What follows belongs to an exercise in optimizing a design on an open flow for small area, a short achievable clock period and few clock cycles per item; a production flow would make more cautious choices.

west:
==> flow/design.v <==
module cc_block (
	input					i_clk, i_rstn,
	input					i_start,
	input			[255:0]	i_key,
	input			[95:0]	i_non,
	input			[31:0]	i_cnt,
	output	wire	[511:0]	o_stream,
	output	wire			o_done
);
	localparam [127:0] SIGMA = {32'h6b206574, 32'h79622d32, 32'h3320646e, 32'h61707865};
	wire	[511:0]	w_init = {i_non, i_cnt, i_key, SIGMA};
	reg		[511:0]	r_x;		 
	reg				r_busy;
	reg		[5:0]	r_step;
	reg				r_done;
	wire			w_h = r_step[0];	 
	function automatic integer perm;
		input integer r, j;
		case (r)
			0: perm = (4 - j) % 4;
			1: perm = (5 - j) % 4;
			2: perm = (6 - j) % 4;
			default: perm = (7 - j) % 4;
		endcase
	endfunction
	wire	[511:0]	w_nx;
	genvar gj, gr;
	generate
		for (gj = 0; gj < 4; gj = gj + 1) begin : g_col
			wire [31:0] a = r_x[32*gj +: 32];
			wire [31:0] b = r_x[32*(4+gj) +: 32];
			wire [31:0] c = r_x[32*(8+gj) +: 32];
			wire [31:0] d = r_x[32*(12+gj) +: 32];
			wire [31:0] a1 = a + b;
			wire [31:0] t  = d ^ a1;
			wire [31:0] t16 = {t[15:0], t[31:16]};
			wire [31:0] t8  = {t[23:0], t[31:24]};
			wire [31:0] d1 = w_h ? t8 : t16;
			wire [31:0] c1 = c + d1;
			wire [31:0] u  = b ^ c1;
			wire [31:0] u12 = {u[19:0], u[31:20]};
			wire [31:0] u7  = {u[24:0], u[31:25]};
		end
		for (gr = 0; gr < 4; gr = gr + 1) begin : g_row
			for (gj = 0; gj < 4; gj = gj + 1) begin : g_pos
				localparam integer K = (gr == 0) ? (4 - gj) % 4 : (gr == 1) ? (5 - gj) % 4 :
									   (gr == 2) ? (6 - gj) % 4 : (7 - gj) % 4;
				wire [31:0] s0, s1;
				if (gr == 0) begin : g_a
					assign s0 = g_col[gj].a1; assign s1 = g_col[K].a1;
				end else if (gr == 1) begin : g_b
					assign s0 = g_col[gj].u12; assign s1 = g_col[K].u7;
				end else if (gr == 2) begin : g_c
					assign s0 = g_col[gj].c1; assign s1 = g_col[K].c1;
				end else begin : g_d
					assign s0 = g_col[gj].t16; assign s1 = g_col[K].t8;
				end
				assign w_nx[32*(4*gr+gj) +: 32] = w_h ? s1 : s0;
			end
		end
	endgenerate
	always @(posedge i_clk) begin
		if (i_start)
			r_x <= w_init;
		else
			r_x <= w_nx;
	end
	always @(posedge i_clk, negedge i_rstn) begin
		if (!i_rstn) begin
			r_busy	<= 1'b0;
			r_step	<= 6'd0;
			r_done	<= 1'b0;
		end
		else begin
			r_done	<= r_busy && (r_step == 6'd39);
			if (i_start) begin
				r_busy	<= 1'b1;
				r_step	<= 6'd0;
			end
			else if (r_busy) begin
				r_busy	<= (r_step != 6'd39);
				r_step	<= r_step + 6'd1;
			end
		end
	end
	function automatic [31:0] add_bk;
		input [31:0] x, y;
		reg [31:0] p, g, gg, pp;
		integer i, k;
		begin
			p = x ^ y; g = x & y; gg = g; pp = p;
			for (k = 1; k < 32; k = k * 2)
				for (i = 2*k - 1; i < 32; i = i + 2*k) begin
					gg[i] = gg[i] | (pp[i] & gg[i-k]);
					pp[i] = pp[i] & pp[i-k];
				end
			for (k = 8; k >= 1; k = k / 2)
				for (i = 3*k - 1; i < 32; i = i + 2*k) begin
					gg[i] = gg[i] | (pp[i] & gg[i-k]);
					pp[i] = pp[i] & pp[i-k];
				end
			add_bk = p ^ {gg[30:0], 1'b0};
		end
	endfunction
	genvar gw;
	generate
		for (gw = 0; gw < 16; gw = gw + 1) begin : g_out
			assign o_stream[32*gw +: 32] = add_bk(r_x[32*gw +: 32], w_init[32*gw +: 32]);
		end
	endgenerate
	assign o_done = r_done;
endmodule
clock: 5.5 ns
lec_check: 0
abc_area: 1
cap_margin: 20
core_margin: 2
core_utilization: 40
setup_slack_margin: 0.3
slew_margin: 20
standard.sh (not shown) runs the stock make flow with config.mk's settings and CLKGATE_MAP_FILE= SYNTH_SCRIPT=/design/flow/synth_recipe.tcl, a recipe that flattens the netlist after the stock synthesis.
==> flow/flow/run.sh <==
#!/bin/bash
# Layout flow: the standard flow (standard.sh) with the input and output
# port buffers made from the library's smallest buffer instead of the delay
# cell the placer picks by default. Every port still gets its own buffer.
set -uo pipefail
cd "$(dirname "${BASH_SOURCE[0]}")/.."
bash standard.sh 'BUFFER_PORTS_ARGS=-buffer_cell sky130_fd_sc_hd__buf_1' finish > flow_standard.log 2>&1
diff inputs: west => south
Settings: changing CORE_UTILIZATION from 40 to 48; changing SETUP_SLACK_MARGIN from 0.3 to 0.5; setting PLACE_DENSITY to 0.7 for the first time.
## What came out
| slew at the pin closest to its max-slew limit | south vs west | 0.024 ns higher |
south did not stop at any stage, and its layout met the timing, design-rule and antenna checks.
Note that the number of cells traversed by the worst register-to-register path recorded for south amounts to 0.824 times the value seen in west.
west -> south: final wirelength flat
No functional check of the RTL was part of any run of this note.

[static timing again, ports no longer ideal]
Ports are ideal in the flow. The routed layouts listed here were re-timed in OpenROAD. Step 1 (the two cells are an assumption about what drives the block):
set clk [get_ports {i_clk}]
set_driving_cell -lib_cell sky130_fd_sc_hd__clkbuf_16 $clk
set_driving_cell -lib_cell sky130_fd_sc_hd__buf_2 [delete_from_list [all_inputs] $clk]
Step 2 times the ports against the registers' clock, not the clock port: input delays grow and output delays shrink by t, the midpoint of the rising clock arrivals with the driver on. Slacks: ideal / step 1 / step 2; pairs: ideal / step 1.
| run | t (ns) | setup WS [ns] | worst register clock-pin slew, ns | worst data-port slew with drivers (ns) | cell pins on the clock port's net |
|---|---|---|---|---|---|
| west | 0.768 | 0.337 / 0.299 / 0.321 | 0.07 / 0.07 | 0.20 | 1 |
| south | 0.756 | 0.414 / 0.323 / 0.376 | 0.08 / 0.08 | 0.28 | 1 |
After both steps setup and hold are still met in every run listed. The setup slack of south, which loses most, moves by -0.091 ns with the drivers and by -0.038 ns with both steps.
